Context: an optimization exercise on an open-source flow, tuned for small area and a short achievable clock period. The choices shown serve that exercise and are no tape-out recipe. Only simulation tests tie the RTL to the original design; equivalence was not proved. No activity file was given, so power comes from the tool's default toggle rates.

**flow/config.mk**
```make
export PLATFORM = sky130hd
export DESIGN_NAME = rvcpu
export DESIGN_NICKNAME = rvcpu
export VERILOG_FILES = /design/flow/design.v
export SDC_FILE = /design/flow/constraint.sdc
export NUM_CORES = 8
export LEC_CHECK = 0
export CAP_MARGIN = 20
export CORE_MARGIN = 2
export CORE_UTILIZATION = 40
export CTS_CLUSTER_DIAMETER = 120
export CTS_CLUSTER_SIZE = 20
export PLACE_DENSITY = 0.6
export SLEW_MARGIN = 20
export SYNTH_HIERARCHICAL = 1
```
**flow/constraint.sdc**
```tcl
create_clock -name core_clock -period 16.0 [get_ports {clk}]
set_input_delay 3.2000 -clock core_clock [delete_from_list [all_inputs] [get_ports {clk}]]
set_output_delay 3.2000 -clock core_clock [all_outputs]
set_load 0.01 [all_outputs]
```
**flow/design.v**
```verilog
module rvcpu (
    input  wire        clk,
    input  wire        rst,
    output wire [63:0] inst_addr,
    output wire        inst_ena,
    output wire        inst_ready,
    input  wire [31:0] inst,
    input  wire        biu_inst_valid,
    output wire [63:0] data_addr,
    output wire [7:0]  wmask,
    output wire [63:0] data_o,
    input  wire [63:0] data_i,
    output wire        we,
    output wire        re,
    input  wire        mem_finish,
    input  wire        timer_intr
    );
    integer i;
    reg  [63:0] pa;
    reg  [20:0] pb;
    reg         pclr;
    reg  [63:0] d_pc;
    reg  [31:0] d_inst;
    reg         d_v, d_pcnz;
    reg  [63:0] e_pc, e_op1, e_op2;
    reg  [4:0]  e_rd;
    reg  [11:0] e_off;
    reg  [2:0]  e_f3;
    reg         e_sys, e_sub, e_link;
    reg         e_sel_add, e_sel_w, e_sel_slt, e_sel_sltu, e_sel_xor, e_sel_or, e_sel_and, e_sel_sh;
    reg         e_sh_left, e_sh_arith, e_sh_word;
    reg         e_cs_mcycle, e_cs_mstatus, e_cs_mtvec, e_cs_mepc, e_cs_mcause, e_cs_mie, e_cs_mscratch;
    reg         e_rdena, e_load, e_store, e_br, e_pcnz;
    reg         e_csr_w, e_csr_s, e_csr_c, e_ecall, e_mret;
    reg  [63:0] m_data, m_addr;
    reg  [4:0]  m_rd;
    reg  [2:0]  m_f3;
    reg  [7:0]  m_wm;
    reg         m_rdena, m_load, m_store, m_lsv;
    reg         w_x1;
    reg  [63:0] rf [1:31];
    reg  [31:1] rv;
    reg  [63:0] csr_mcycle, csr_mcause, csr_mscratch;
    reg  [63:2] csr_mtvec, csr_mepc;
    reg         csr_mpie, csr_mie, csr_mtie, csr_mtip;
    reg  [1:0]  csr_mpp, csr_fs;
    reg         csr_mtvec_v, csr_mepc_v, csr_mcause_v, csr_mscratch_v;
    wire [63:0] psum;
    rvcpu_pcadd u_padd (.a(pa), .b(pb), .o(psum));
    wire [63:0] pc_if  = {psum[63:1], psum[0] & ~pclr};
    assign inst_addr = pc_if;
    wire if_jal  = (inst[6:0] == 7'b1101111);
    wire if_jalr = (inst[6:0] == 7'b1100111);
    wire if_bxx  = (inst[6:0] == 7'b1100011);
    wire [20:0] if_jimm = {inst[31], inst[19:12], inst[20], inst[30:21], 1'b0};
    wire [20:0] if_bimm = {{9{inst[31]}}, inst[7], inst[30:25], inst[11:8], 1'b0};
    wire [20:0] if_iimm = {{9{inst[31]}}, inst[31:20]};
    wire [20:0] if_off  = if_jal ? if_jimm : if_bxx ? if_bimm : if_jalr ? if_iimm : 21'd4;
    wire [63:0] x1v     = rv[1] ? rf[1] : 64'd0;
    wire [4:0]  T      = d_inst[6:2];
    wire [4:0]  rd     = d_inst[11:7];
    wire [2:0]  f3     = d_inst[14:12];
    wire [4:0]  rs1    = d_inst[19:15];
    wire [4:0]  rs2    = d_inst[24:20];
    wire [11:0] imm    = d_inst[31:20];
    wire        b30    = d_inst[30];
    wire [11:0] s_imm  = {d_inst[31:25], d_inst[11:7]};
    wire t7    = d_v & (T == 5'b11100);
    wire t6    = d_v & (T == 5'b01110);
    wire t5    = d_v & (T == 5'b00110);
    wire t4    = d_v & (T == 5'b00100);
    wire t3    = d_v & (T == 5'b01100);
    wire t2    = d_v & (T == 5'b11000);
    wire t1    = d_v & (T == 5'b00000) & (d_inst[1:0] == 2'b11);
    wire t0    = d_v & (T == 5'b01000);
    wire lui   = d_v & (T == 5'b01101);
    wire auipc = d_v & (T == 5'b00101);
    wire jal   = d_v & (T == 5'b11011);
    wire jalr  = d_v & (T == 5'b11001);
    wire f3_0 = (f3 == 3'b000), f3_1 = (f3 == 3'b001), f3_2 = (f3 == 3'b010), f3_3 = (f3 == 3'b011);
    wire f3_4 = (f3 == 3'b100), f3_5 = (f3 == 3'b101), f3_6 = (f3 == 3'b110), f3_7 = (f3 == 3'b111);
    wire csr_rs1 = t7 & (f3_1 | f3_2 | f3_3);
    wire csr_imm = t7 & (f3_5 | f3_6 | f3_7);
    wire op1_read = t6 | t5 | t4 | t3 | jalr | t2 | t1 | t0 | csr_rs1;
    wire op2_read = t3 | t2 | t0 | t6;
    wire rd_w_ena = (rd != 5'd0) & (t6 | t5 | t4 | t3 | lui | auipc | jal | jalr | t1 | t7);
    wire id_add  = (t4 & f3_0) | (t3 & f3_0) | lui | auipc | jal | jalr;
    wire id_w    = (t5 & f3_0) | (t6 & f3_0);
    wire id_slt  = (t4 | t3) & f3_2;
    wire id_sltu = (t4 | t3) & f3_3;
    wire id_xor  = (t4 | t3) & f3_4;
    wire id_or   = (t4 | t3) & f3_6;
    wire id_and  = (t4 | t3) & f3_7;
    wire id_shl  = (t4 | t3 | t5 | t6) & f3_1;
    wire id_shr  = (t4 | t3 | t5 | t6) & f3_5;
    wire id_sub  = (t3 & f3_0 & b30) | (t6 & f3_0 & b30) | id_slt | id_sltu | t2;
    wire tmr_trap;
    wire ex_rdena_o = e_rdena & ~tmr_trap;
    wire ex_load_o  = e_load & ~tmr_trap;
    wire [63:0] ex_rd_data;
    wire [63:0] mem_res;
    wire [63:0] load_data;
    wire        ld_ok;
    wire fe1  = op1_read & ex_rdena_o & (e_rd == rs1);
    wire fm1  = op1_read & m_rdena & (m_rd == rs1) & ~fe1;
    wire fr1  = op1_read & ~fe1 & ~(m_rdena & (m_rd == rs1));
    wire fe2  = op2_read & ex_rdena_o & (e_rd == rs2);
    wire fm2  = op2_read & m_rdena & (m_rd == rs2) & ~fe2;
    wire fr2  = op2_read & ~fe2 & ~(m_rdena & (m_rd == rs2));
    reg  [31:1]      rsel1, rsel2;
    always @(*) begin
        for (i = 1; i < 32; i = i + 1) begin
            rsel1[i] = fr1 & rv[i] & (rs1 == i);
            rsel2[i] = fr2 & rv[i] & (rs2 == i);
        end
    end
    wire        sel_pc1  = auipc | jal;
    wire        sel_pc2  = jal | jalr;
    wire        sel_imm2 = t4 | t5 | t1 | lui | auipc;
    wire [63:0] immv     = (lui | auipc) ? {{32{d_inst[31]}}, d_inst[31:12], 12'd0} : {{52{imm[11]}}, imm};
    reg  [64*31-1:0] rf_flat;
    always @(*) begin
        for (i = 1; i < 32; i = i + 1)
            rf_flat[64*(i-1) +: 64] = rf[i];
    end
    wire [63:0] rd1, rd2;
    rvcpu_rfrd u_rfrd1 (.d(rf_flat), .s(rsel1), .o(rd1));
    rvcpu_rfrd u_rfrd2 (.d(rf_flat), .s(rsel2), .o(rd2));
    wire [63:0] op1_aor = rd1 | ({64{sel_pc1}} & d_pc) | ({64{fm1 & ld_ok}} & load_data)
                        | ({64{fm1 & ~m_load}} & m_data) | ({64{fe1}} & ex_rd_data);
    wire [63:0] op2_aor = rd2 | ({64{sel_imm2}} & immv) | ({64{sel_pc2}} & d_pc) | ({64{fm2 & ld_ok}} & load_data)
                        | ({64{fm2 & ~m_load}} & m_data) | ({64{fe2}} & ex_rd_data);
    wire load_relate = ex_load_o & ((op1_read & (rs1 == e_rd)) | (op2_read & (rs2 == e_rd)));
    wire predict_ok = (rs1 == 5'd1) & ~(ex_rdena_o & (e_rd == 5'd1)) & ~(m_rdena & (m_rd == 5'd1)) & ~w_x1;
    wire jalr_ena   = jalr & ~predict_ok;
    wire [63:0] id_op1 = {op1_aor[63:5], op1_aor[4:0] | ({5{csr_imm}} & rs1)};
    wire [63:0] id_op2 = op2_aor;
    wire [63:0] x  = e_link ? 64'd4 : e_op1;
    wire [63:0] y0 = e_store ? {{52{e_off[11]}}, e_off} : e_op2;
    wire [63:0] y  = y0 ^ {64{e_sub}};
    wire [63:0] ls_addr;
    reg  [63:0] st_rep;
    reg  [7:0]  st_wm;
    always @(*) begin
        for (i = 0; i < 8; i = i + 1) begin
            case (e_f3)
                3'b000: begin st_wm[i] = (ls_addr[2:0] == i);        st_rep[8*i +: 8] = e_op2[7:0];             end
                3'b001: begin st_wm[i] = (ls_addr[2:1] == (i >> 1)); st_rep[8*i +: 8] = e_op2[8*(i & 1) +: 8]; end
                3'b010: begin st_wm[i] = (ls_addr[2] == (i >> 2));   st_rep[8*i +: 8] = e_op2[8*(i & 3) +: 8]; end
                3'b011: begin st_wm[i] = 1'b1;                      st_rep[8*i +: 8] = e_op2[8*i +: 8];       end
                default: begin st_wm[i] = 1'b0;                     st_rep[8*i +: 8] = e_op2[8*i +: 8];       end
            endcase
        end
    end
    wire [63:0] sum, ag, ap;
    wire        aco;
    rvcpu_add u_add (.a(x), .bn(y), .ci(e_sub), .o(sum), .co(aco), .g(ag), .p(ap));
    assign ls_addr = sum;
    wire ltu = ~aco;
    wire lt  = (e_op1[63] ^ e_op2[63]) ? e_op1[63] : sum[63];
    wire eq  = &ap;
    reg  [63:0] op1_rev, sh_rev;
    wire [63:0] sh_src  = e_sh_left ? op1_rev :
                          e_sh_word ? {{32{e_sh_arith & e_op1[31]}}, e_op1[31:0]} : e_op1;
    wire        sh_fill = e_sh_arith & (e_sh_word ? e_op1[31] : e_op1[63]);
    wire [5:0]  shamt   = {e_op2[5] & ~e_sh_word, e_op2[4:0]};
    wire [63:0] sh_s0   = shamt[0] ? {{ 1{sh_fill}}, sh_src[63: 1]} : sh_src;
    wire [63:0] sh_s1   = shamt[1] ? {{ 2{sh_fill}}, sh_s0[63: 2]}  : sh_s0;
    wire [63:0] sh_s2   = shamt[2] ? {{ 4{sh_fill}}, sh_s1[63: 4]}  : sh_s1;
    wire [63:0] sh_s3   = shamt[3] ? {{ 8{sh_fill}}, sh_s2[63: 8]}  : sh_s2;
    wire [63:0] sh_s4   = shamt[4] ? {{16{sh_fill}}, sh_s3[63:16]}  : sh_s3;
    wire [63:0] sh_r    = shamt[5] ? {{32{sh_fill}}, sh_s4[63:32]}  : sh_s4;
    always @(*) begin
        for (i = 0; i < 64; i = i + 1) begin
            op1_rev[i] = e_op1[63-i];
            sh_rev[i]  = sh_r[63-i];
        end
    end
    wire [63:0] sh_o   = e_sh_left ? sh_rev : sh_r;
    wire [63:0] sh_res = e_sh_word ? {{32{sh_o[31]}}, sh_o[31:0]} : sh_o;
    wire [63:0] alu = ({64{e_sel_add}} & sum)
                    | ({64{e_sel_w}} & {{32{sum[31]}}, sum[31:0]})
                    | {63'd0, (e_sel_slt & lt) | (e_sel_sltu & ltu)}
                    | ({64{e_sel_xor}} & ap)
                    | ({64{e_sel_or}} & (ag | ap))
                    | ({64{e_sel_and}} & ag)
                    | ({64{e_sel_sh}} & sh_res);
    wire lt_sel   = e_f3[1] ? ltu : lt;
    wire cond     = e_f3[2] ? lt_sel : eq;
    wire br_flush = e_br & ~(cond ^ e_f3[0]);
    assign tmr_trap = csr_mtip & csr_mie & csr_mtie & e_pcnz;
    wire ecall  = e_ecall & ~tmr_trap;
    wire mret   = e_mret & ~tmr_trap;
    wire trap   = ecall | tmr_trap;
    wire op1_nz = |e_op1;
    wire csr_rd = (e_csr_w & e_rdena | e_csr_s | e_csr_c) & ~tmr_trap;
    wire csr_wr = (e_csr_w | ((e_csr_s | e_csr_c) & op1_nz)) & ~tmr_trap;
    wire rd_mcycle   = e_cs_mcycle   & csr_rd;
    wire rd_mstatus  = e_cs_mstatus  & csr_rd;
    wire rd_mtvec    = e_cs_mtvec    & csr_rd | trap;
    wire rd_mepc     = e_cs_mepc     & csr_rd | mret;
    wire rd_mcause   = e_cs_mcause   & csr_rd;
    wire rd_mie      = e_cs_mie      & csr_rd;
    wire rd_mscratch = e_cs_mscratch & csr_rd;
    wire wr_mcycle   = e_cs_mcycle   & csr_wr;
    wire wr_mstatus  = e_cs_mstatus  & csr_wr;
    wire wr_mtvec    = e_cs_mtvec    & csr_wr;
    wire wr_mepc     = e_cs_mepc     & csr_wr | trap;
    wire wr_mcause   = e_cs_mcause   & csr_wr;
    wire wr_mie      = e_cs_mie      & csr_wr;
    wire wr_mscratch = e_cs_mscratch & csr_wr;
    wire [63:0] mstatus_v = {csr_fs == 2'b11, 48'd0, csr_fs, csr_mpp, 3'd0, csr_mpie, 3'd0, csr_mie, 3'd0};
    wire [63:0] csr_rdata = ({64{rd_mcycle}}   & csr_mcycle)
                          | ({64{rd_mstatus}}  & mstatus_v)
                          | ({64{rd_mtvec & csr_mtvec_v}}       & {csr_mtvec, 2'b00})
                          | ({64{rd_mepc & csr_mepc_v}}         & {csr_mepc, 2'b00})
                          | ({64{rd_mcause & csr_mcause_v}}     & csr_mcause)
                          | {56'd0, rd_mie & csr_mtie, 7'd0}
                          | ({64{rd_mscratch & csr_mscratch_v}} & csr_mscratch);
    wire [63:0] wbck = trap    ? e_pc :
                       e_csr_w ? e_op1 :
                       e_csr_s ? (csr_rdata | e_op1) :
                                 (csr_rdata & ~e_op1);
    assign ex_rd_data = ({64{e_store}} & st_rep) | ({64{e_sys}} & csr_rdata) | alu;
    wire br_ena = br_flush | trap | mret;
    wire [63:0] mcycle_inc = csr_mcycle + 64'd1;
    wire [2:0]  ma = m_addr[2:0];
    wire [2:0]  lb_idx = ma & {~(m_f3[1] & m_f3[0]), ~m_f3[1], ~m_f3[1] & ~m_f3[0]};
    wire [7:0]  ld_b0  = data_i[8*lb_idx +: 8];
    wire [7:0]  ld_b1  = data_i[8*(lb_idx | 3'd1) +: 8];
    wire [15:0] ld_h1  = data_i[16*((lb_idx >> 1) | 2'd1) +: 16];
    wire        ld_bad = (m_f3 == 3'b111);
    wire        sz_b   = (m_f3[1:0] == 2'b00);
    wire        sz_h   = (m_f3[1:0] == 2'b01);
    wire        sz_w   = (m_f3[1:0] == 2'b10);
    wire        ld_sgn = ~m_f3[2] & (sz_b ? ld_b0[7] : sz_h ? ld_b1[7] : ld_h1[15]);
    wire [63:0] ld_val;
    assign ld_val[7:0]   = ld_b0;
    assign ld_val[15:8]  = sz_b ? {8{ld_sgn}} : ld_b1;
    assign ld_val[31:16] = (sz_b | sz_h) ? {16{ld_sgn}} : ld_h1;
    assign ld_val[63:32] = (sz_b | sz_h | sz_w) ? {32{ld_sgn}} : data_i[63:32];
    assign load_data = ld_val;
    assign ld_ok = m_load & ~ld_bad;
    assign mem_res = m_load ? (ld_bad ? 64'd0 : ld_val) : m_data;
    wire mem_stall = (m_load | m_store) & ~mem_finish;
    wire if_stall  = ~biu_inst_valid;
    wire s4 = mem_stall;
    wire s3 = s4 | (br_ena & if_stall);
    wire s2 = s3 | load_relate | (jalr_ena & if_stall);
    wire s1 = s2 | if_stall;
    rvcpu_og u_og (
        .rst(rst), .st(m_store), .ld(m_load), .lr(load_relate),
        .ivalid(biu_inst_valid), .mfin(mem_finish),
        .we(we), .re(re), .inst_ena(inst_ena), .inst_ready(inst_ready));
    rvcpu_og8 u_og8_0 (.rst(rst), .lsv(m_lsv), .st(m_store), .wm(m_wm[0]), .a(m_addr[7:0]), .sd(m_data[7:0]),
        .da(data_addr[7:0]), .dout(data_o[7:0]), .wmo(wmask[0]));
    rvcpu_og8 u_og8_1 (.rst(rst), .lsv(m_lsv), .st(m_store), .wm(m_wm[1]), .a(m_addr[15:8]), .sd(m_data[15:8]),
        .da(data_addr[15:8]), .dout(data_o[15:8]), .wmo(wmask[1]));
    rvcpu_og8 u_og8_2 (.rst(rst), .lsv(m_lsv), .st(m_store), .wm(m_wm[2]), .a(m_addr[23:16]), .sd(m_data[23:16]),
        .da(data_addr[23:16]), .dout(data_o[23:16]), .wmo(wmask[2]));
    rvcpu_og8 u_og8_3 (.rst(rst), .lsv(m_lsv), .st(m_store), .wm(m_wm[3]), .a(m_addr[31:24]), .sd(m_data[31:24]),
        .da(data_addr[31:24]), .dout(data_o[31:24]), .wmo(wmask[3]));
    rvcpu_og8 u_og8_4 (.rst(rst), .lsv(m_lsv), .st(m_store), .wm(m_wm[4]), .a(m_addr[39:32]), .sd(m_data[39:32]),
        .da(data_addr[39:32]), .dout(data_o[39:32]), .wmo(wmask[4]));
    rvcpu_og8 u_og8_5 (.rst(rst), .lsv(m_lsv), .st(m_store), .wm(m_wm[5]), .a(m_addr[47:40]), .sd(m_data[47:40]),
        .da(data_addr[47:40]), .dout(data_o[47:40]), .wmo(wmask[5]));
    rvcpu_og8 u_og8_6 (.rst(rst), .lsv(m_lsv), .st(m_store), .wm(m_wm[6]), .a(m_addr[55:48]), .sd(m_data[55:48]),
        .da(data_addr[55:48]), .dout(data_o[55:48]), .wmo(wmask[6]));
    rvcpu_og8 u_og8_7 (.rst(rst), .lsv(m_lsv), .st(m_store), .wm(m_wm[7]), .a(m_addr[63:56]), .sd(m_data[63:56]),
        .da(data_addr[63:56]), .dout(data_o[63:56]), .wmo(wmask[7]));
    always @(posedge clk) begin
        if (rst) begin
            pa <= 64'h00000000_80000000; pb <= 21'd0; pclr <= 1'b0;
        end else if (br_ena) begin
            pa <= (trap | mret) ? csr_rdata : e_pc;
            pb <= (trap | mret) ? 21'd0 : 21'd4;
            pclr <= 1'b0;
        end else if (jalr_ena) begin
            pa <= id_op1; pb <= {{9{imm[11]}}, imm}; pclr <= 1'b1;
        end else if (s1) begin
            pa <= pc_if; pb <= 21'd0; pclr <= 1'b0;
        end else begin
            pa <= if_jalr ? x1v : pc_if; pb <= if_off; pclr <= if_jalr;
        end
    end
    always @(posedge clk) begin
        if (rst | br_ena | (s1 & ~s2)) begin
            d_v <= 1'b0; d_pcnz <= 1'b0;
        end else if (~s2) begin
            d_v <= ~jalr_ena; d_pcnz <= ~jalr_ena & (pc_if != 64'd0);
        end
    end
    always @(posedge clk) begin
        if (~s2) begin
            d_pc <= pc_if; d_inst <= inst;
        end
    end
    always @(posedge clk) begin
        if (rst | (~s2 & br_ena) | (s2 & ~s3)) begin
            e_rdena <= 1'b0; e_load <= 1'b0; e_store <= 1'b0; e_br <= 1'b0; e_pcnz <= 1'b0;
            e_csr_w <= 1'b0; e_csr_s <= 1'b0; e_csr_c <= 1'b0; e_ecall <= 1'b0; e_mret <= 1'b0;
        end else if (~s2) begin
            e_rdena <= rd_w_ena; e_load <= t1; e_store <= t0;
            e_br    <= t2 & ~(f3[2:1] == 2'b01);
            e_pcnz  <= d_pcnz;
            e_csr_w <= t7 & (f3[1:0] == 2'b01);
            e_csr_s <= t7 & (f3[1:0] == 2'b10);
            e_csr_c <= t7 & (f3[1:0] == 2'b11);
            e_ecall <= t7 & f3_0 & (imm == 12'd0);
            e_mret  <= t7 & f3_0 & (d_inst[31:25] == 7'b0011000);
        end
    end
    always @(posedge clk) begin
        if (~s2) begin
            e_pc <= d_pc; e_op1 <= id_op1; e_op2 <= id_op2;
            e_rd <= rd_w_ena ? rd : 5'd0;
            e_off <= s_imm; e_f3 <= f3;
            e_sys <= t7; e_sub <= id_sub; e_link <= jal | jalr;
            e_sel_add <= id_add; e_sel_w <= id_w; e_sel_slt <= id_slt; e_sel_sltu <= id_sltu;
            e_sel_xor <= id_xor; e_sel_or <= id_or; e_sel_and <= id_and; e_sel_sh <= id_shl | id_shr;
            e_sh_left <= id_shl; e_sh_arith <= id_shr & b30; e_sh_word <= t5 | t6;
            e_cs_mcycle   <= (imm == 12'hb00);
            e_cs_mstatus  <= (imm == 12'h300);
            e_cs_mtvec    <= (imm == 12'h305);
            e_cs_mepc     <= (imm == 12'h341);
            e_cs_mcause   <= (imm == 12'h342);
            e_cs_mie      <= (imm == 12'h304);
            e_cs_mscratch <= (imm == 12'h340);
        end
    end
    always @(posedge clk) begin
        if (rst | (s3 & ~s4)) begin
            m_rdena <= 1'b0; m_load <= 1'b0; m_store <= 1'b0; m_lsv <= 1'b0;
        end else if (~s3) begin
            m_rdena <= ex_rdena_o; m_load <= ex_load_o; m_store <= e_store & ~tmr_trap;
            m_lsv <= e_load | e_store;
        end
    end
    always @(posedge clk) begin
        if (~s3) begin
            m_data <= ex_rd_data; m_addr <= ls_addr; m_rd <= e_rd; m_f3 <= e_f3; m_wm <= st_wm;
        end
    end
    wire rf_we = ~s4 & m_rdena;
    always @(posedge clk) begin
        for (i = 1; i < 32; i = i + 1)
            if (rf_we & (m_rd == i)) rf[i] <= mem_res;
    end
    always @(posedge clk) begin
        if (rst) begin
            rv <= 31'd0; w_x1 <= 1'b0;
        end else begin
            for (i = 1; i < 32; i = i + 1)
                if (rf_we & (m_rd == i)) rv[i] <= 1'b1;
            w_x1 <= rf_we & (m_rd == 5'd1);
        end
    end
    always @(posedge clk) begin
        if (wr_mtvec)    csr_mtvec <= wbck[63:2];
        if (wr_mepc)     csr_mepc <= wbck[63:2];
        if (wr_mcause | trap) csr_mcause <= tmr_trap ? 64'h8000_0000_0000_0007 : ecall ? 64'd11 : wbck;
        if (wr_mscratch) csr_mscratch <= wbck;
    end
    always @(posedge clk) begin
        if (rst) begin
            csr_mcycle <= 64'd0;
            csr_mtvec_v <= 1'b0; csr_mepc_v <= 1'b0; csr_mcause_v <= 1'b0; csr_mscratch_v <= 1'b0;
            csr_mpie <= 1'b0; csr_mie <= 1'b0; csr_mtie <= 1'b0; csr_mtip <= 1'b0;
            csr_mpp <= 2'b00; csr_fs <= 2'b00;
        end else begin
            csr_mcycle <= wr_mcycle ? wbck : mcycle_inc;
            if (wr_mtvec)    csr_mtvec_v <= 1'b1;
            if (wr_mepc)     csr_mepc_v <= 1'b1;
            if (wr_mcause | trap) csr_mcause_v <= 1'b1;
            if (wr_mscratch) csr_mscratch_v <= 1'b1;
            if (wr_mie)      csr_mtie <= wbck[7];
            csr_mtip <= timer_intr;
            if ((wr_mstatus | mret | trap) & ~s3) begin
                csr_mpie <= trap ? csr_mie : mret ? 1'b1 : wbck[7];
                csr_mie  <= trap ? 1'b0 : mret ? csr_mpie : wbck[3];
            end
            if (wr_mstatus | mret | trap)
                csr_mpp <= trap ? 2'b11 : mret ? 2'b00 : wbck[12:11];
            if (wr_mstatus)  csr_fs <= wbck[14:13];
        end
    end
endmodule
module rvcpu_og (
    input  wire rst,
    input  wire st,
    input  wire ld,
    input  wire lr,
    input  wire ivalid,
    input  wire mfin,
    output wire we,
    output wire re,
    output wire inst_ena,
    output wire inst_ready
    );
    assign we         = ~rst & st;
    assign re         = ~rst & ld;
    assign inst_ena   = ~rst;
    assign inst_ready = rst | (ivalid & ~lr & (~(ld | st) | mfin));
endmodule
module rvcpu_og8 (
    input  wire       rst,
    input  wire       lsv,
    input  wire       st,
    input  wire       wm,
    input  wire [7:0] a,
    input  wire [7:0] sd,
    output wire [7:0] da,
    output wire [7:0] dout,
    output wire       wmo
    );
    wire ga = ~rst & lsv;
    wire gl = ~rst & st & wm;
    assign da   = {8{ga}} & a;
    assign dout = {8{gl}} & sd;
    assign wmo  = gl;
endmodule
module rvcpu_add #(parameter W = 64, parameter LG = 6, parameter WB = 64) (
    input  wire [W-1:0] a,
    input  wire [WB-1:0] bn,
    input  wire         ci,
    output wire [W-1:0] o,
    output wire         co,
    output wire [W-1:0] g,
    output wire [W-1:0] p
    );
    reg [W-1:0] gg, pp;
    wire [W-1:0] b = {{(W-WB){bn[WB-1]}}, bn};
    integer l, i;
    assign g = a & b;
    assign p = a ^ b;
    always @(*) begin
        gg = g;
        pp = p;
        gg[0] = g[0] | (p[0] & ci);
        for (l = 0; l < LG; l = l + 1) begin
            for (i = (2 << l) - 1; i < W; i = i + (2 << l)) begin
                gg[i] = gg[i] | (pp[i] & gg[i-(1 << l)]);
                pp[i] = pp[i] & pp[i-(1 << l)];
            end
        end
        for (l = LG - 2; l >= 0; l = l - 1) begin
            for (i = (3 << l) - 1; i < W; i = i + (2 << l)) begin
                gg[i] = gg[i] | (pp[i] & gg[i-(1 << l)]);
                pp[i] = pp[i] & pp[i-(1 << l)];
            end
        end
    end
    assign o  = p ^ {gg[W-2:0], ci};
    assign co = gg[W-1];
endmodule
module rvcpu_pcadd (
    input  wire [63:0] a,
    input  wire [20:0] b,
    output wire [63:0] o
    );
    reg [20:0] g, p, gg, pp;
    reg [42:0] ia, da, flip;
    integer l, i;
    always @(*) begin
        g  = a[20:0] & b;
        p  = a[20:0] ^ b;
        gg = g;
        pp = p;
        for (l = 0; l < 5; l = l + 1)
            for (i = 0; i < 21; i = i + 1)
                if ((i >> l) & 1) begin
                    gg[i] = gg[i] | (pp[i] & gg[((i >> l) << l) - 1]);
                    pp[i] = pp[i] & pp[((i >> l) << l) - 1];
                end
        ia = a[63:21];
        da = ~a[63:21];
        for (l = 0; l < 6; l = l + 1)
            for (i = 0; i < 43; i = i + 1)
                if ((i >> l) & 1) begin
                    ia[i] = ia[i] & ia[((i >> l) << l) - 1];
                    da[i] = da[i] & da[((i >> l) << l) - 1];
                end
        flip[0] = b[20] ? ~gg[20] : gg[20];
        for (i = 1; i < 43; i = i + 1)
            flip[i] = b[20] ? (~gg[20] & da[i-1]) : (gg[20] & ia[i-1]);
    end
    assign o = {a[63:21] ^ flip, p ^ {gg[19:0], 1'b0}};
endmodule
module rvcpu_rfrd (
    input  wire [64*31-1:0] d,
    input  wire [30:0]      s,
    output reg  [63:0]      o
    );
    integer k;
    always @(*) begin
        o = 64'd0;
        for (k = 0; k < 31; k = k + 1)
            o = o | ({64{s[k]}} & d[64*k +: 64]);
    end
endmodule
```
**flow/flow/run.sh**
```bash
#!/bin/bash
# The standard layout (standard.sh) with these changes to how it is made:
#  - synthesis uses flow/synth.tcl: synth_recipe.tcl plus a per-module choice of
#    ABC mapping script (registers are mapped exactly as in the standard run);
#  - all ports are placed on the bottom edge (flow/io.tcl);
#  - repair_timing aims for a larger setup slack than the default;
#  - the port buffers are buf_4 cells.
# The full make output goes to flow_make.log; ORFS keeps each tool's log
# under orfs/logs/.
set -euo pipefail
here=$(pwd)
export FLOW_MAP_SCRIPT=$here/flow/map_delay.abc
export FLOW_MAP_FAST_SCRIPT=$here/flow/map_fast.abc
bash standard.sh SYNTH_SCRIPT=$here/flow/synth.tcl IO_CONSTRAINTS=$here/flow/io.tcl \
  SETUP_SLACK_MARGIN=9.1 TNS_END_PERCENT=100 \
  "BUFFER_PORTS_ARGS=-buffer_cell sky130_fd_sc_hd__buf_4" finish > flow_make.log 2>&1
```
**flow/flow/io.tcl**
```tcl
# Keep every port on the bottom edge, so that the reset and stall inputs are
# close to the outputs they gate.
set io_names {}
foreach p [get_ports *] { lappend io_names [get_name $p] }
set_io_pin_constraint -region bottom:* -pin_names $io_names
```
**flow/flow/map_delay.abc**
```
strash
dch
map -D 1500
buffer
upsize
dnsize
```
**flow/flow/map_fast.abc**
```
strash
dch
map -D 1200
buffer
upsize
dnsize
```
**flow/flow/synth.tcl**
```tcl
proc synth {args} { yosys synth -nofsm -noshare {*}$args }
# Technology mapping per module: the register file read ports with yosys's
# default ABC script and no sizing (smallest), the adders with a
# delay-targeted 'map' (a tighter target for the fetch address adder), and
# the rest with the flow's own ABC script.
proc drop_opt {lst opt} {
  set i [lsearch -exact $lst $opt]
  if {$i >= 0} { set lst [lreplace $lst $i [expr {$i + 1}]] }
  return $lst
}
proc abc {args} {
  set dargs [drop_opt $args -script]
  yosys abc {*}[drop_opt $dargs -constr] rvcpu_rfrd
  yosys abc -script $::env(FLOW_MAP_SCRIPT) {*}$dargs rvcpu_add
  yosys abc -script $::env(FLOW_MAP_FAST_SCRIPT) {*}$dargs rvcpu_pcadd
  yosys abc {*}$args
}
source $::env(SCRIPTS_DIR)/synth.tcl
# left out here: clear keep_hierarchy, flatten, clean up, hide names made inside functions, write 1_2_yosys.v
```
**flow/standard.sh**
```bash
#!/bin/bash
# synth_recipe.tcl (not shown) runs the flow's synth.tcl, then flattens the netlist and writes it again
# the make line also repeats each setting of config.mk as NAME=value (left out here)
make -C /OpenROAD-flow-scripts/flow DESIGN_CONFIG=/design/flow/config.mk WORK_HOME=/design/flow/orfs CLKGATE_MAP_FILE= SYNTH_SCRIPT=/design/flow/synth_recipe.tcl "${@:-finish}"
```
==> metrics.yaml, run 1 <==
setup_path:
  crit_path_start: "e_pcnz"
  crit_type: "flop to flop"
  reg2reg_from: "e_pcnz"
  worstPathArrival_ns: 8.17
  startpoint_type: "flop"
  worstPathMaxFanout: 26
  r2r_slack_ns: 8.51
  regToRegEndpoint: "e_op2[11]"
  required_ns: 16.67
  worstSetupEndpointType: "flop"
  worstRegToRegCells: 17
run:
  cap_violations: 0
min_path:
  hold_depth: 1
  min_path_type: "flop to flop"
  min_to: "csr_mscratch_v"
  min-delay-start: "csr_mscratch_v"
floorplan:
  die_x_um: 591
  initial_core_util: 0.402
  rows: 215
  die_h_um: 591
  io_pins: 305
  core-area_mm2: 0.343
  dieArea_mm2: 0.349
final_layout:
  utilization: 0.468
  nets: 11548
  final_layout_size_suffix_gt1_frac: 0.179
  syn2layout_area_growth_pct: 16.4
  multi_input_area_mm2: 0.0525
  seq_area_mm2: 0.0856
  fill_cells: 30530
  final_cell_area_mm2: 0.161
timing:
  maxSlewHeadroom: 0.0715
  tightestPinTransition_ns: 1.38
  rsz0062_at_grt: "true"
  setup_viol: 0
  fmax_ghz: 0.133
  drv_slew: 0
  hold_viol: 0
  worst_slack_ns: 8.51
  whs_ns: 0.470
  period_share: 0.468
  fin_crit_ns: 7.49
  skew_ns: 0.135
  setup_tns_ns: 0
pwr:
  power_density_mw_per_mm2: 85.6
  p_leak_nw: 56.7
  seq_power_share: 0.607
  clockPowerShare: 0.354
  max-vdd-ir-drop_mv: 0.125
  switchingPower_mw: 3.25
  swShare: 0.237
  pwr-share-comb: 0.039
  intPower_mw: 10.5
cts:
  insertion_delay_ns: 1.01
  cts_tree: "built"
  clk_pin_slew_ns: 0.09
  clock-root-buffer: "clkbuf_16"
  htree_levels: 4
  clockBufferDepth: 4
  cts_sinks: 2919
  cts_made_buffers: 173
  ctsHoldBuffers: 0
placed_design:
  port_buffers: 304
  pre_cts_ws_ns: 6.09
  dp_hpwl_mm: 627
  post_dp_cell_area_mm2: 0.150
  routabilityCongestion: 1.12
logic_synthesis:
  ys_top_cells_by_count: "edfxtp_1 (2709), a222oi_1 (858), nand2_1 (781)"
  ys_warn_count: 11
  synth_ff_type: "edfxtp_1"
  ys_ff_latch: 2919
  synth_area_leaders: "edfxtp_1 (59%), a222oi_1 (6.2%), a22oi_1 (3.9%), dfxtp_1 (3.1%), nand2_1 (2.1%)"
  syn-num-nets: 10756
  synth.most_common_cell: "edfxtp_1"
  postSynth.asyncResetShare: 0
  synth.distinct_cells: 127
  synthesis.instances: 10532
  syn_avg_cell_area_um2: 13.1
  synth_top_area_share: 0.590
  ys_seq_area_frac: 0.621
  synth_area_mm2: 0.138
  synth_top_area_cell: "edfxtp_1"
  synth_edf_count: 2709
route:
  routedWlPerCell_um: 58.5
  ant_nets: 0
  drt-total-wl_mm: 943
  drc: 0
  drtPass1Iterations: 15
  dr.first_iter.drc_count: 32981
  vias_per_cell: 8.07
  vias: 130081
global_route:
  grt_max_degree: 168
  overflow: 0
  grt_pass1_wl_mm: 1200
  grt_use_total: 0.522
  first_global_vias: 115658
  antenna_found_initial: 175
outcome:
  outcome: "no timing/DRC/antenna violations"
==> state kept, by name, summed over array words and instances, names as in the netlist, 31 cells and up <==
signal        flops
rv               31
rf             1984
e_pc             64
csr_mscratch     64
d_inst           32
csr_mcycle       64
csr_mtvec        62
csr_mepc         62
e_op1            64
e_op2            64
m_data           64
d_pc             64
m_addr           64
pa               64
csr_mcause       64
==> how the worst max path moves through the flow <==
stage | endpoint | slack (ns)
after floorplan | d_inst[0] | 5.64
after global placement | e_store | 5.86
after detailed placement | d_pc[45] | 6.09
after CTS | inst_addr[37] | 8.91
after global routing | inst_addr[37] | 8.86
final | e_op2[11] | 8.51
==> per-module statistics from Yosys, one instance, submodules excluded <==
| module | times used | area, µm² | cells | flops+latches |
|---|---|---|---|---|
| rvcpu_rfrd | 2 | 8830 | 1169 | 0 |
| rvcpu_og8 | 8 | 179 | 18 | 0 |
| rvcpu_pcadd | 1 | 2840 | 512 | 0 |
| rvcpu_og | 1 | 36.3 | 6 | 0 |
| rvcpu | 1 | 113000 | 7207 | 2919 |
| rvcpu_add | 1 | 2760 | 325 | 0 |
==> stage by stage <==
| stage | total power [mW] | std cells |
|---|---|---|
| detailed placement | 8.97 | 15519 |
| floorplan | 8.65 | 10532 |
| CTS | 13.6 | 15906 |
| global placement | 8.97 | 15511 |
| global route | 13.9 | 15976 |
| finish | 13.7 | 16125 |
==> logic make-up (layout without fill, tap and decap cells) <==
| group | after synthesis | after routing | share of synthesized area |
|---|---|---|---|
| other | 0 | 155 | 0 |
| adder cells (fa/ha/maj) | 124 | 124 | 0.0133 |
| AO/OA/AOI/OAI | 3475 | 3475 | 0.200 |
| buffers and inverters | 666 | 1539 | 0.0198 |
| XOR/XNOR | 196 | 196 | 0.0125 |
| AND/OR/NAND/NOR | 2921 | 2929 | 0.108 |
| flip-flops | 2919 | 2919 | 0.621 |
| multiplexers | 231 | 231 | 0.0251 |
==> worst max-delay path, cell delays in order, from the launching register on <==
cell and delay, ns:
dfxtp_1 0.65, nand4_1 0.58, nand2_2 0.51, or2_2 0.19, buf_4 0.40, nand2_1 0.10, nor2_1 0.29, and2_1 0.56
and4_4 0.66, buf_4 0.64, buf_6 0.51, a222oi_1 0.21, nand3_1 0.18, nor2_1 0.08, nand3_1 0.39, a21oi_1 0.23
nand2_1 0.33, a221o_1 0.50
==> area by class of cell <==
cell class,instances,share of cell area
tap,4557,0.0355
sequential,2919,0.533
clock inverter,24,0.00279
antenna,155,0.00242
multi-input combinational,6955,0.327
timing repair buffer,1078,0.0650
inverter,197,0.00474
clock buffer,240,0.0287
==> layer usage <==
metal | track usage | vias up | share of wire
li1 | - | 46364 | -
met1 | 0.598 | 64960 | 0.32
met2 | 0.753 | 14613 | 0.41
met3 | 0.219 | 4082 | 0.15
met4 | 0.446 | 62 | 0.11
met5 | 0.000271 | - | 0.00058
==> placed cells by master, fill, tap and decap left out, types with 73 or more instances in the layout <==
cell,netlist,routed
edfxtp_1,2709,2709
a222oi_1,858,858
buf_4,14,804
nand2_1,781,721
a22oi_1,716,715
nor2_1,583,519
nand3_1,482,470
a21oi_1,484,463
nand4_1,271,271
clkbuf_16,0,182
dfxtp_1,210,179
inv_1,175,167
buf_6,17,165
a221oi_1,187,164
o21ai_0,203,161
diode_2,0,155
a211oi_1,150,140
a221o_1,135,135
nor2b_1,119,114
mux2i_1,112,112
a21o_1,110,110
xnor2_1,114,103
mux4_2,89,89
o211ai_1,73,73
and3_1,133,73
==> power groups by stage <==
stage	combinational, mW	clock [mW]	sequential, mW
global placement	0.454	0	8.52
finish	0.536	4.86	8.35
CTS	0.492	4.80	8.34
floorplan	0.200	0	8.45
global route	0.526	5.04	8.34
detailed placement	0.453	0	8.52
==> what timing repair did <==
item	in CTS	in global routing
setup buffers	77	48
gates resized for setup	368	212
pin swaps	58	75
cloned	46	12
setup endpoints to repair	933	692
==> run 2, diff against run 1 <==
--- a/flow/config.mk
+++ b/flow/config.mk
@@ -5,11 +5,11 @@
 export SDC_FILE = /design/flow/constraint.sdc
 export NUM_CORES = 8
 export LEC_CHECK = 0
-export CAP_MARGIN = 20
+export CAP_MARGIN = 30
 export CORE_MARGIN = 2
 export CORE_UTILIZATION = 40
 export CTS_CLUSTER_DIAMETER = 120
 export CTS_CLUSTER_SIZE = 20
 export PLACE_DENSITY = 0.6
-export SLEW_MARGIN = 20
+export SLEW_MARGIN = 30
 export SYNTH_HIERARCHICAL = 1
==> run 2 against run 1 <==
Against the previous run:
- hold slack better by 0.0023 ns
- power is 0.11% higher
- sequential share of layout area barely moved
- worst setup slack better by 0.049 ns
- maximum frequency is 0.66% higher
- clock-buffer cell count rose by 4
- sequential power is essentially flat
- utilization barely moved
- non-clock buffer count grew 12
- flip-flop and latch count is the same
==> metrics.yaml, run 2 <==
final_layout:
  final_common_cell: "edfxtp_1"
  nets: 11557  # +0.078%
  utilization: 0.468  # about the same
  syn2layout_area_growth_pct: 16.4  # about the same
  layout_common_cells: "edfxtp_1 (2709), a222oi_1 (858), buf_4 (812), nand2_1 (728), a22oi_1 (715)"
  top_register: "rf"
  largest_register_ffs: 1984  # unchanged
  final_layout_size_suffix_gt1_frac: 0.179  # -0.000507
  instances_no_fill: 16141  # +0.099%
setup_path:
  crit_path_frequent_cell: "nand2_1"
  worstPathArrival_ns: 8.13  # -0.04 ns
  crit_chain: "nand4_1 > nand2_2 > or2_2 > buf_4 > nand2_1 > nor2_1 > and2_1 > and4_4 > buf_4 > buf_6 > a222oi_1 > nand2_1 > a21oi_1 > nand3_1 > a21oi_1 > nand2_1 > a221o_1"
  crit_path_start: "e_pcnz"
  crit_type: "flop to flop"
  required_ns: 16.68  # about the same
  critPathSlowestCell: "and4_4"
  reg2reg_from: "e_pcnz"
  max_stage_delay_ns: 0.69  # +0.03 ns
  worstPathMaxFanout: 32  # +23%
  worstRegToRegCells: 17  # unchanged
  worstSetupEndpointType: "flop"
  startpoint_type: "flop"
logic_synthesis:
  synth_ff_type: "edfxtp_1"
  synth_edf_count: 2709  # unchanged
  postSynth.asyncResetShare: 0  # unchanged
  synth_top_area_cell: "edfxtp_1"
  synth_area_leaders: "edfxtp_1 (59%), a222oi_1 (6.2%), a22oi_1 (3.9%), dfxtp_1 (3.1%), nand2_1 (2.1%)"
  ys_seq_area_frac: 0.621  # unchanged
  syn-num-nets: 10756  # unchanged
  synthesis.instances: 10532  # unchanged
  ys_top_cells_by_count: "edfxtp_1 (2709), a222oi_1 (858), nand2_1 (781)"
  synth_area_mm2: 0.138  # unchanged
  synth.distinct_cells: 127  # unchanged
  synth.most_common_cell: "edfxtp_1"
  ys_warn_count: 11  # unchanged
  synth_top_area_share: 0.590  # unchanged
  ys_ff_latch: 2919  # unchanged
  syn_avg_cell_area_um2: 13.1  # unchanged
pwr:
  pwr-share-comb: 0.039  # about the same
  max-vdd-ir-drop_mv: 0.100  # -20%
  swShare: 0.237  # about the same
  intPower_mw: 10.5  # +0.11%
  clockPowerShare: 0.355  # about the same
  power_density_mw_per_mm2: 85.8  # +0.17%
  seq_power_share: 0.606  # about the same
  switchingPower_mw: 3.26  # about the same
  p_leak_nw: 56.6  # about the same
timing:
  setup_tns_ns: 0  # unchanged
  skew_ns: 0.107  # -0.0284 ns
  whs_ns: 0.473  # +0.00226 ns
  rsz0062_at_grt: "true"
  drv_slew: 0  # unchanged
  period_share: 0.465  # -0.00309
  hold_viol: 0  # unchanged
  tightestPinTransition_ns: 1.31  # -0.0703 ns
  fin_crit_ns: 7.44  # -0.0494 ns
  maxSlewHeadroom: 0.128  # +0.0566
  fmax_ghz: 0.134  # +0.66%
  setup_viol: 0  # unchanged
placed_design:
  dpl.cell_count: 15533  # +0.090%
  dp_hpwl_mm: 629  # +0.18%
  routabilityCongestion: 1.12  # unchanged
  port_buffers: 304  # unchanged
cts:
  insertion_delay_ns: 1.01  # about the same
  cts_tree: "built"
  clk_pin_slew_ns: 0.09  # about the same
  htree_levels: 4  # unchanged
  clockBufferDepth: 4  # unchanged
  ctsHoldBuffers: 0  # unchanged
  cts_sinks: 2919  # unchanged
  clock-root-buffer: "clkbuf_16"
  cts_made_buffers: 175  # +1.2%
global_route:
  first_global_vias: 115767  # +0.094%
  grt_use_total: 0.522  # about the same
  grt_pass1_wl_mm: 1190  # about the same
  antenna_found_initial: 169  # -3.4%
  overflow: 0  # unchanged
  grt_max_degree: 168  # unchanged
min_path:
  hold_depth: 1  # unchanged
  min_path_type: "flop to flop"
  min-delay-start: "csr_mscratch_v"
outcome:
  outcome: "no timing/DRC/antenna violations"
run:
  cap_violations: 0  # unchanged
floorplan:
  initial_core_util: 0.402  # unchanged
  io_pins: 305  # unchanged
  core-area_mm2: 0.343  # unchanged
  dieArea_mm2: 0.349  # unchanged
  die_x_um: 591  # unchanged
  die_h_um: 591  # unchanged
  rows: 215  # unchanged
route:
  ant_nets: 0  # unchanged
  vias: 130081  # unchanged
  drc: 0  # unchanged
  routedWlPerCell_um: 58.3  # -0.25%
  drt-total-wl_mm: 942  # -0.15%
  dr.first_iter.drc_count: 31751  # -3.7%
  vias_per_cell: 8.06  # about the same
  drtPass1Iterations: 17  # +2
==> run 2: final cells by class <==
cell class / instances / area, µm²
Fill cell: 30693 / 183000
Sequential cell: 2919 / 85600
Multi-Input combinational cell: 6950 / 52300
Timing Repair Buffer: 1090 / 10500
Tap cell: 4557 / 5700
Clock buffer: 244 / 4700
Inverter: 197 / 763
Antenna cell: 161 / 403
Clock inverter: 23 / 333
==> run 2: final timing paths <==
kind	to	slack, ns
worst max-delay path	e_op2[11]	8.56
worst min-delay path	csr_mscratch_v	0.47
worst max register to register	e_op2[11]	8.56
worst min register to register	csr_mscratch_v	0.47
==> run 2: critical path: cells and delay by family, from the launching register on <==
family          cells  cell delay (ns)
compound gates      4             0.98
flops               1             0.63
simple gates       10             3.83
buf+inv             3             1.56
==> run 2: what timing repair did <==
action / CTS / global route
pin swaps: 59 / 47
cloned: 40 / 10
buffers inserted: 81 / 36
setup endpoints to repair: 925 / 610
gates resized for setup: 395 / 97
==> run 2: kinds of logic (layout without fill, tap and decap cells) <==
family          after synthesis  count (layout)  share of synthesized area
simple gates               2921            2924                      0.108
other cells                   0             161                          0
mux                         231             231                     0.0251
fa+ha+maj                   124             124                     0.0133
xor+xnor                    196             196                     0.0125
buf+inv                     666            1554                     0.0198
flops                      2919            2919                      0.621
compound gates             3475            3475                      0.200
==> run 2: routing by layer <==
metal / global-route usage / wire (µm) / vias up / part of all wire
li1: - / - / 46372 / -
met1: 0.601 / 306000 / 65118 / 0.33
met2: 0.755 / 391000 / 14497 / 0.42
met3: 0.212 / 142000 / 4026 / 0.15
met4: 0.442 / 102000 / 68 / 0.11
met5: 0.00988 / 803 / - / 0.00085
==> run 2: metrics by stage <==
stage / total power [mW] / instance area (µm²) / setup slack [ns]
2_1_floorplan: 8.65 / 138000 / 5.64
3_3_place_gp: 8.97 / 150000 / 5.86
3_5_place_dp: 8.97 / 151000 / 6.34
4_1_cts: 13.6 / 159000 / 8.86
5_1_grt: 13.9 / 160000 / 8.88
6_report: 13.8 / 160000 / 8.56
==> run 2: modules after synthesis, one instance, submodules excluded <==
module / copies in the design / flip-flops and latches / cells inside / area [µm²]
rvcpu: 1 / 2919 / 7207 / 113000
rvcpu_add: 1 / 0 / 325 / 2760
rvcpu_og: 1 / 0 / 6 / 36.3
rvcpu_og8: 8 / 0 / 18 / 179
rvcpu_pcadd: 1 / 0 / 512 / 2840
rvcpu_rfrd: 2 / 0 / 1169 / 8830
==> run 2: power groups by stage <==
stage / clock, mW / sequential (mW) / combinational (mW)
final: 4.88 / 8.35 / 0.535
after global routing: 5.06 / 8.34 / 0.524
after global placement: 0 / 8.52 / 0.454
after CTS: 4.80 / 8.34 / 0.491
after detailed placement: 0 / 8.52 / 0.456
after floorplan: 0 / 8.45 / 0.200
==> run 3, diff against run 2 <==
--- a/flow/flow/run.sh
+++ b/flow/flow/run.sh
@@ -12,5 +12,5 @@
 export FLOW_MAP_SCRIPT=$here/flow/map_delay.abc
 export FLOW_MAP_FAST_SCRIPT=$here/flow/map_fast.abc
 bash standard.sh SYNTH_SCRIPT=$here/flow/synth.tcl IO_CONSTRAINTS=$here/flow/io.tcl \
-  SETUP_SLACK_MARGIN=9.1 TNS_END_PERCENT=100 \
+  SETUP_SLACK_MARGIN=8.85 TNS_END_PERCENT=100 \
   "BUFFER_PORTS_ARGS=-buffer_cell sky130_fd_sc_hd__buf_4" finish > flow_make.log 2>&1
--- a/flow/config.mk
+++ b/flow/config.mk
@@ -5,11 +5,11 @@
 export SDC_FILE = /design/flow/constraint.sdc
 export NUM_CORES = 8
 export LEC_CHECK = 0
-export CAP_MARGIN = 30
+export CAP_MARGIN = 25
 export CORE_MARGIN = 2
 export CORE_UTILIZATION = 40
 export CTS_CLUSTER_DIAMETER = 120
 export CTS_CLUSTER_SIZE = 20
 export PLACE_DENSITY = 0.6
-export SLEW_MARGIN = 30
+export SLEW_MARGIN = 25
 export SYNTH_HIERARCHICAL = 1
==> run 3 against run 2 <==
Against the previous run:
- clock-buffer cell count down 8
- highest routed layer unchanged
- power about the same
- via count down 1.2%
- maximum frequency down 0.78%
- flip-flop and latch count unchanged
- clock power up 0.8%
- hold slack worse by 0.0014 ns
- sequential share of layout area up 0.85 points
==> metrics.yaml, run 3 <==
logic_synthesis:
  synth.most_common_cell: "edfxtp_1"
  synth_top_area_share: 0.590  # unchanged
  syn_avg_cell_area_um2: 13.1  # unchanged
  synth_area_leaders: "edfxtp_1 (59%), a222oi_1 (6.2%), a22oi_1 (3.9%), dfxtp_1 (3.1%), nand2_1 (2.1%)"
  ys_top_cells_by_count: "edfxtp_1 (2709), a222oi_1 (858), nand2_1 (781)"
  synth.distinct_cells: 127  # unchanged
  synthesis.instances: 10532  # unchanged
  syn-num-nets: 10756  # unchanged
  postSynth.asyncResetShare: 0  # unchanged
  ys_ff_latch: 2919  # unchanged
  synth_top_area_cell: "edfxtp_1"
  synth_edf_count: 2709  # unchanged
  synth_area_mm2: 0.138  # unchanged
  ys_warn_count: 11  # unchanged
  synth_ff_type: "edfxtp_1"
  ys_seq_area_frac: 0.621  # unchanged
setup_path:
  crit_type: "flop to flop"
  max_stage_delay_ns: 0.76  # +0.07 ns
  worstSetupEndpointType: "flop"
  critPathSlowestCell: "or3_1"
  reg2reg_from: "csr_mtip"
  crit_path_frequent_cell: "buf_4"
  worstPathArrival_ns: 8.12  # about the same
  r2r_slack_ns: 8.50  # -0.06 ns
  regToRegEndpoint: "e_op2[36]"
  startpoint_type: "flop"
  worstPathMaxFanout: 21  # -34%
  required_ns: 16.62  # -0.06 ns
  crit_chain: "nand4_1 > buf_4 > nand2_1 > or2_4 > nand2_1 > nor2_1 > and2_1 > nor2b_1 > and3_4 > buf_4 > buf_4 > a22oi_1 > nand4_1 > or3_1 > a211oi_1 > o21ai_0 > a21oi_1 > o21ai_0"
  worstRegToRegCells: 18  # +1
timing:
  tightestPinTransition_ns: 1.36  # +0.0560 ns
  period_share: 0.469  # +0.00365
  whs_ns: 0.471  # -0.00139 ns
  hold_viol: 0  # unchanged
  fmax_ghz: 0.133  # -0.78%
  setup_viol: 0  # unchanged
  drv_slew: 0  # unchanged
  setup_tns_ns: 0  # unchanged
  rsz0062_at_grt: "true"
  skew_ns: 0.101  # -0.00616 ns
  maxSlewHeadroom: 0.0811  # -0.0469
  worst_slack_ns: 8.50  # -0.0585 ns
  fin_crit_ns: 7.50  # +0.0585 ns
floorplan:
  rows: 215  # unchanged
  die_x_um: 591  # unchanged
  core-area_mm2: 0.343  # unchanged
  die_h_um: 591  # unchanged
  io_pins: 305  # unchanged
  dieArea_mm2: 0.349  # unchanged
  initial_core_util: 0.402  # unchanged
cts:
  cts_sinks: 2919  # unchanged
  cts_made_buffers: 176  # +0.57%
  clk_pin_slew_ns: 0.11  # +0.02 ns
  cts_tree: "built"
  clock-root-buffer: "clkbuf_16"
  htree_levels: 4  # unchanged
  clockBufferDepth: 4  # unchanged
  insertion_delay_ns: 1.02  # about the same
placed_design:
  port_buffers: 304  # unchanged
  post_dp_cell_area_mm2: 0.150  # -0.20%
  routabilityCongestion: 1.08  # -3.4%
  dpl.cell_count: 15539  # +0.039%
  dp_hpwl_mm: 624  # -0.76%
  pre_cts_ws_ns: 6.49  # +0.155 ns
pwr:
  fin_total_pwr_mw: 13.8  # about the same
  p_leak_nw: 55.6  # -1.7%
  power_density_mw_per_mm2: 87.2  # +1.6%
  max-vdd-ir-drop_mv: 0.110  # +9.9%
final_layout:
  layout_common_cells: "edfxtp_1 (2709), buf_4 (901), a222oi_1 (858), nand2_1 (758), a22oi_1 (716)"
  fill_cells: 30950  # +0.84%
  nets: 11468  # -0.77%
  final_layout_size_suffix_gt1_frac: 0.165  # -0.0142
  syn2layout_area_growth_pct: 14.5
  utilization: 0.460  # -0.00750
  top_register: "rf"
  final_cell_area_mm2: 0.158  # -1.6%
  final_common_cell: "edfxtp_1"
  instances_no_fill: 16021  # -0.74%
  largest_register_ffs: 1984  # unchanged
min_path:
  hold_depth: 0  # -1
  min-delay-start: "d_pc[32]"
  min_to: "e_pc[32]"
  min_path_type: "flop to flop"
route:
  drc: 0  # unchanged
  vias_per_cell: 8.02  # -0.50%
  routedWlPerCell_um: 57.7  # -1.1%
  drt-total-wl_mm: 925  # -1.8%
  ant_nets: 0  # unchanged
  vias: 128472  # -1.2%
  dr.first_iter.drc_count: 31433  # -1.0%
  drtPass1Iterations: 13  # -4
outcome:
  outcome: "no timing/DRC/antenna violations"
global_route:
  antenna_found_initial: 174  # +3.0%
  first_global_vias: 114007  # -1.5%
  overflow: 0  # unchanged
  grt_pass1_wl_mm: 1170  # -1.7%
  grt_max_degree: 126  # -25%
  grt_use_total: 0.512  # -0.00973
run:
  cap_violations: 0  # unchanged
-- run 3: final cells by class --
type                            instances  area (µm²)  area share
Sequential cell                      2919       85600       0.542
Inverter                              197         753     0.00477
Clock inverter                         28         398     0.00252
Tap cell                             4557        5700      0.0361
Timing Repair inverter                  1        7.51   0.0000476
Antenna cell                          134         335     0.00212
Timing Repair Buffer                  997        8550      0.0542
Multi-Input combinational cell       6952       51800       0.328
Clock buffer                          236        4690      0.0297
-- run 3: what timing repair did --
item / in CTS / in global routing
hold buffers: 0 / 0
endpoints found under the hold margin: 0 / 0
cloned: 17 / 5
gates resized for setup: 170 / 68
setup endpoints to repair: 849 / 535
pin swaps: 24 / 20
buffers inserted: 38 / 15
-- run 3: critical path: cells and delay by family (launching register included) --
family	cells	cell delay (ns)
compound gates	5	1.11
buf+inv	3	1.31
flops	1	0.74
simple gates	10	3.88
-- run 3: per-module statistics from Yosys, one instance, submodules excluded --
module       area [µm²]  times used
rvcpu            113000           1
rvcpu_add          2760           1
rvcpu_og           36.3           1
rvcpu_og8           179           8
rvcpu_pcadd        2840           1
rvcpu_rfrd         8830           2
-- run 3: per-layer routing --
layer  GRT usage  up-vias  share of wire
li1            -    46179              -
met1       0.600    64409           0.33
met2       0.752    13972           0.42
met3       0.194     3834           0.15
met4       0.411       78           0.10
met5     0.00149        -        0.00066
-- run 3: worst max path at each step --
stage / startpoint / end / slack [ns]
after floorplan: e_op2[0] / d_inst[0] / 5.64
after global placement: e_store / e_op2[34] / 6.15
after detailed placement: e_store / e_op2[34] / 6.49
after CTS: pa[0] / inst_addr[48] / 8.76
after global routing: pa[15] / inst_addr[38] / 8.80
final: csr_mtip / e_op2[36] / 8.50
-- run 3: kinds of logic (layout without fill, tap and decap cells) --
| kind of cell | Yosys count | in the layout | share of synthesized area |
|---|---|---|---|
| flops | 2919 | 2919 | 0.621 |
| mux | 231 | 231 | 0.0251 |
| other cells | 0 | 134 | 0 |
| compound gates | 3475 | 3475 | 0.200 |
| fa+ha+maj | 124 | 124 | 0.0133 |
| simple gates | 2921 | 2926 | 0.108 |
| xor+xnor | 196 | 196 | 0.0125 |
| buf+inv | 666 | 1459 | 0.0198 |
-- run 3: power by group --
| part | internal, mW | total (mW) | switching, mW |
|---|---|---|---|
| clock network | 2.11 | 4.92 | 2.81 |
| registers | 8.26 | 8.34 | 0.0827 |
| logic | 0.133 | 0.494 | 0.360 |
| total | 10.5 | 13.8 | 3.25 |
==> run 4, diff against run 3 <==
--- a/flow/design.v
+++ b/flow/design.v
@@ -110,8 +110,8 @@
     reg  [31:1]      rsel1, rsel2;
     always @(*) begin
         for (i = 1; i < 32; i = i + 1) begin
-            rsel1[i] = fr1 & rv[i] & (rs1 == i);
-            rsel2[i] = fr2 & rv[i] & (rs2 == i);
+            rsel1[i] = rv[i] & (rs1 == i);
+            rsel2[i] = rv[i] & (rs2 == i);
         end
     end
     wire        sel_pc1  = auipc | jal;
@@ -126,9 +126,9 @@
     wire [63:0] rd1, rd2;
     rvcpu_rfrd u_rfrd1 (.d(rf_flat), .s(rsel1), .o(rd1));
     rvcpu_rfrd u_rfrd2 (.d(rf_flat), .s(rsel2), .o(rd2));
-    wire [63:0] op1_aor = rd1 | ({64{sel_pc1}} & d_pc) | ({64{fm1 & ld_ok}} & load_data)
+    wire [63:0] op1_aor = ({64{fr1}} & rd1) | ({64{sel_pc1}} & d_pc) | ({64{fm1 & ld_ok}} & load_data)
                         | ({64{fm1 & ~m_load}} & m_data) | ({64{fe1}} & ex_rd_data);
-    wire [63:0] op2_aor = rd2 | ({64{sel_imm2}} & immv) | ({64{sel_pc2}} & d_pc) | ({64{fm2 & ld_ok}} & load_data)
+    wire [63:0] op2_aor = ({64{fr2}} & rd2) | ({64{sel_imm2}} & immv) | ({64{sel_pc2}} & d_pc) | ({64{fm2 & ld_ok}} & load_data)
                         | ({64{fm2 & ~m_load}} & m_data) | ({64{fe2}} & ex_rd_data);
     wire load_relate = ex_load_o & ((op1_read & (rs1 == e_rd)) | (op2_read & (rs2 == e_rd)));
     wire predict_ok = (rs1 == 5'd1) & ~(ex_rdena_o & (e_rd == 5'd1)) & ~(m_rdena & (m_rd == 5'd1)) & ~w_x1;
--- a/flow/flow/run.sh
+++ b/flow/flow/run.sh
@@ -12,5 +12,5 @@
 export FLOW_MAP_SCRIPT=$here/flow/map_delay.abc
 export FLOW_MAP_FAST_SCRIPT=$here/flow/map_fast.abc
 bash standard.sh SYNTH_SCRIPT=$here/flow/synth.tcl IO_CONSTRAINTS=$here/flow/io.tcl \
-  SETUP_SLACK_MARGIN=8.85 TNS_END_PERCENT=100 \
+  SETUP_SLACK_MARGIN=9.0 TNS_END_PERCENT=100 \
   "BUFFER_PORTS_ARGS=-buffer_cell sky130_fd_sc_hd__buf_4" finish > flow_make.log 2>&1
==> run 4 against run 3 <==
Against the previous run:
- still clean
- via count grew 3.5%
- worst setup slack gained 0.26 ns
- power is essentially flat
- clock power shrank 1%
- global-route usage grew 0.70 points
- design area grew 1.8%
- critical endpoint is now inst_addr[63]
- highest routed layer unchanged
==> metrics.yaml, run 4 <==
logic_synthesis:
  syn_avg_cell_area_um2: 13.0  # -0.59%
  ys_ff_latch: 2919  # unchanged
  syn-num-nets: 10970  # +2.0%
  synth_area_mm2: 0.140  # +1.4%
  synth_edf_count: 2709  # unchanged
  synth_ff_type: "edfxtp_1"
  synthesis.instances: 10746  # +2.0%
  ys_seq_area_frac: 0.612  # -0.00877
  synth_top_area_share: 0.582  # -0.00834
  postSynth.asyncResetShare: 0  # unchanged
  synth.most_common_cell: "edfxtp_1"
  ys_top_cells_by_count: "edfxtp_1 (2709), a222oi_1 (868), nand2_1 (705)"
  synth_top_area_cell: "edfxtp_1"
  ys_warn_count: 11  # unchanged
  synth.distinct_cells: 122  # -3.9%
  synth_area_leaders: "edfxtp_1 (58%), a222oi_1 (6.2%), a22oi_1 (3.6%), dfxtp_1 (3.0%), nand2_1 (1.9%)"
cts:
  ctsHoldBuffers: 0  # unchanged
  cts_sinks: 2919  # unchanged
  clk_pin_slew_ns: 0.10  # about the same
  cts_tree: "built"
  insertion_delay_ns: 1.06  # +0.04 ns
  htree_levels: 4  # unchanged
  clock-root-buffer: "clkbuf_16"
  cts_made_buffers: 173  # -1.7%
  clockBufferDepth: 4  # unchanged
pwr:
  power_density_mw_per_mm2: 85.5  # -1.9%
  fin_total_pwr_mw: 13.8  # about the same
  p_leak_nw: 57.0  # +2.5%
  max-vdd-ir-drop_mv: 0.109  # -1.2%
route:
  drtPass1Iterations: 14  # +1
  vias: 132979  # +3.5%
  routedWlPerCell_um: 58.4  # +1.1%
  dr.first_iter.drc_count: 34369  # +9.3%
  vias_per_cell: 8.14  # +1.5%
  ant_nets: 0  # unchanged
  drc: 0  # unchanged
  drt-total-wl_mm: 953  # +3.1%
final_layout:
  final_cell_area_mm2: 0.161  # +1.8%
  final_common_cell: "edfxtp_1"
  instances_no_fill: 16330  # +1.9%
  largest_register_ffs: 1984  # unchanged
  layout_common_cells: "edfxtp_1 (2709), buf_4 (967), a222oi_1 (868), a22oi_1 (668), nand2_1 (663)"
  final_layout_size_suffix_gt1_frac: 0.173  # +0.00792
  nets: 11733  # +2.3%
  top_register: "rf"
  syn2layout_area_growth_pct: 15.0
global_route:
  grt_use_total: 0.519  # +0.00699
  grt_max_degree: 81  # -36%
  antenna_found_initial: 180  # +3.4%
  grt_pass1_wl_mm: 1210  # +3.4%
  overflow: 0  # unchanged
  first_global_vias: 118296  # +3.8%
timing:
  maxSlewHeadroom: 0.100  # +0.0190
  setup_viol: 0  # unchanged
  drv_slew: 0  # unchanged
  period_share: 0.452  # -0.0164
  fin_crit_ns: 7.24  # -0.263 ns
  tightestPinTransition_ns: 1.35  # -0.0142 ns
  rsz0062_at_grt: "true"
  setup_tns_ns: 0  # unchanged
  skew_ns: 0.104  # +0.00363 ns
  hold_viol: 0  # unchanged
  fmax_ghz: 0.138  # +3.6%
  whs_ns: 0.469  # -0.00237 ns
setup_path:
  crit_type: "flop to output port"
  worstPathMaxFanout: 5  # -76%
  startpoint_type: "flop"
  worstPathArrival_ns: 4.04  # -4.08 ns
  worstSetupEndpointType: "output port"
  required_ns: 12.80  # -3.82 ns
placed_design:
  port_buffers: 304  # unchanged
  dp_hpwl_mm: 633  # +1.5%
  post_dp_cell_area_mm2: 0.153  # +1.5%
  routabilityCongestion: 1.11  # +3.3%
  dpl.cell_count: 15782  # +1.6%
floorplan:
  dieArea_mm2: 0.354  # +1.4%
  die_x_um: 595  # +0.71%
  rows: 217  # +0.93%
  io_pins: 305  # unchanged
  core-area_mm2: 0.349  # +1.6%
  initial_core_util: 0.401  # -0.000831
  die_h_um: 595  # +0.71%
outcome:
  outcome: "no timing/DRC/antenna violations"
min_path:
  min_path_type: "flop to flop"
run:
  cap_violations: 0  # unchanged
## run 4: cell types whose count changed after synthesis, moves of 37 or more
cell      before  now
o21a_1        45   92
a22oi_1      716  668
nand2_1      781  705
nand3_1      482  444
a22o_1        60  106
inv_1        175  226
a211oi_1     150  107
clkbuf_1     355  392
o221ai_1      41   84
## run 4: final cells by class
| cell class | count | area (µm²) |
|---|---|---|
| inverters | 242 | 925 |
| flip-flops and latches | 2919 | 85600 |
| clock inverters | 18 | 299 |
| multi-input cells | 7080 | 53700 |
| well taps | 4599 | 5750 |
| repair buffers | 1093 | 9490 |
| diodes | 139 | 348 |
| fillers | 31422 | 188000 |
| clock buffers | 240 | 4640 |
## run 4: worst paths after layout
path | to | slack (ns) | depth (start not counted) | from
worst max register to register | e_op2[15] | 8.90 | 12 | e_sh_left
worst min register to register | csr_mscratch_v | 0.47 | 1 | csr_mscratch_v
worst min-delay path | csr_mscratch_v | 0.47 | 1 | csr_mscratch_v
worst max-delay path | inst_addr[63] | 8.76 | 18 | pa[0]
## run 4: metal layers
layer	part of all wire	routed length, µm	up-vias	GRT usage
met2	0.41	388000	14883	0.737
met4	0.12	111000	78	0.458
met3	0.16	150000	4278	0.227
met1	0.32	304000	66538	0.592
li1	-	-	47202	-
met5	0.00098	930	-	0.0156
## run 4: timing repair
| item | in CTS | in global routing |
|---|---|---|
| endpoints found under the setup margin | 858 | 583 |
| gates cloned | 18 | 8 |
| setup buffers | 70 | 45 |
| pin swaps | 42 | 46 |
| gates resized for setup | 185 | 89 |
## run 4: stage by stage
stage               setup WS (ns)   util
detailed placement           7.31  0.438
floorplan                    5.44      -
finish                       8.76  0.461
global placement             7.34  0.436
CTS                          8.81  0.457
global route                 8.73  0.460
## run 4: cell families after synthesis
group / synth area share
compound gates: 0.207
xor+xnor: 0.0123
fa+ha+maj: 0.0131
buf+inv: 0.0213
flops: 0.612
mux: 0.0289
simple gates: 0.106
## run 4: where the power goes
group / switching [mW] / total (mW) / internal, mW
registers: 0.0843 / 8.35 / 8.26
clock network: 2.79 / 4.86 / 2.07
logic: 0.397 / 0.544 / 0.147
## run 4: modules after synthesis (local to each module, per instance)
module | copies in the design | cell area (µm²) | flip-flops and latches | cells
rvcpu | 1 | 115000 | 2919 | 7422
rvcpu_add | 1 | 2760 | 0 | 324
rvcpu_og | 1 | 36.3 | 0 | 6
rvcpu_og8 | 8 | 179 | 0 | 18
rvcpu_pcadd | 1 | 2840 | 0 | 512
rvcpu_rfrd | 2 | 8830 | 0 | 1169
## run 4: critical path: stages, from the launching register on
cell      delay (ns)
dfxtp_4         0.40
ha_4            0.18
fa_2            0.36
nand3_2         0.09
and3_4          0.20
nor3_4          0.04
or2_4           0.27
nand2_4         0.11
a21boi_4        0.08
nor3_4          0.16
buf_12          0.15
buf_8           0.12
buf_16          0.13
nand4_1         0.12
o41ai_2         0.08
nand2_1         0.10
nand2_2         0.10
buf_12          0.17
buf_6           0.12

afterwards: timing with drivers on the ports:
How much do the figures lean on ideal ports? The routed layouts below were timed once more, with nothing changed but the port constraints. Step 1 (the two cells are an assumption about what drives the block):
set clk [get_ports {clk}]
set_driving_cell -lib_cell sky130_fd_sc_hd__clkbuf_16 $clk
set_driving_cell -lib_cell sky130_fd_sc_hd__buf_2 [delete_from_list [all_inputs] $clk]
Step 2 times the ports against the registers' clock, not the clock port: input delays grow and output delays shrink by t, the midpoint of the rising clock arrivals with the driver on. Slacks: ideal / step 1 / step 2; pairs: ideal / step 1.
| run | shift t [ns] | slack for setup (ns) | latest minus earliest clock arrival (ns) | slew at the worst register clock pin (ns) | slew violations | capacitance violations |
|---|---|---|---|---|---|---|
| run 1 | 1.069 | 8.508 / 7.060 / 7.060 | 0.138 / 0.138 | 0.11 / 0.11 | 0 / 6 | 0 / 1 |
| run 2 | 1.091 | 8.557 / 7.172 / 7.172 | 0.122 / 0.123 | 0.11 / 0.11 | 0 / 7 | 0 / 1 |
| run 3 | 1.095 | 8.499 / 8.499 / 7.943 | 0.101 / 0.101 | 0.11 / 0.11 | 0 / 0 | 0 / 0 |
| run 4 | 1.145 | 8.762 / 8.344 / 7.999 | 0.106 / 0.106 | 0.11 / 0.11 | 0 / 0 | 0 / 0 |
After both steps every run listed still meets setup and hold. With drivers on, slew violations rise in run 1 and run 2. The drivers bring new capacitance violations in run 1 and run 2. For run 1, which loses most, drivers alone change the setup slack by -1.448 ns; drivers and shift together by -1.448 ns.
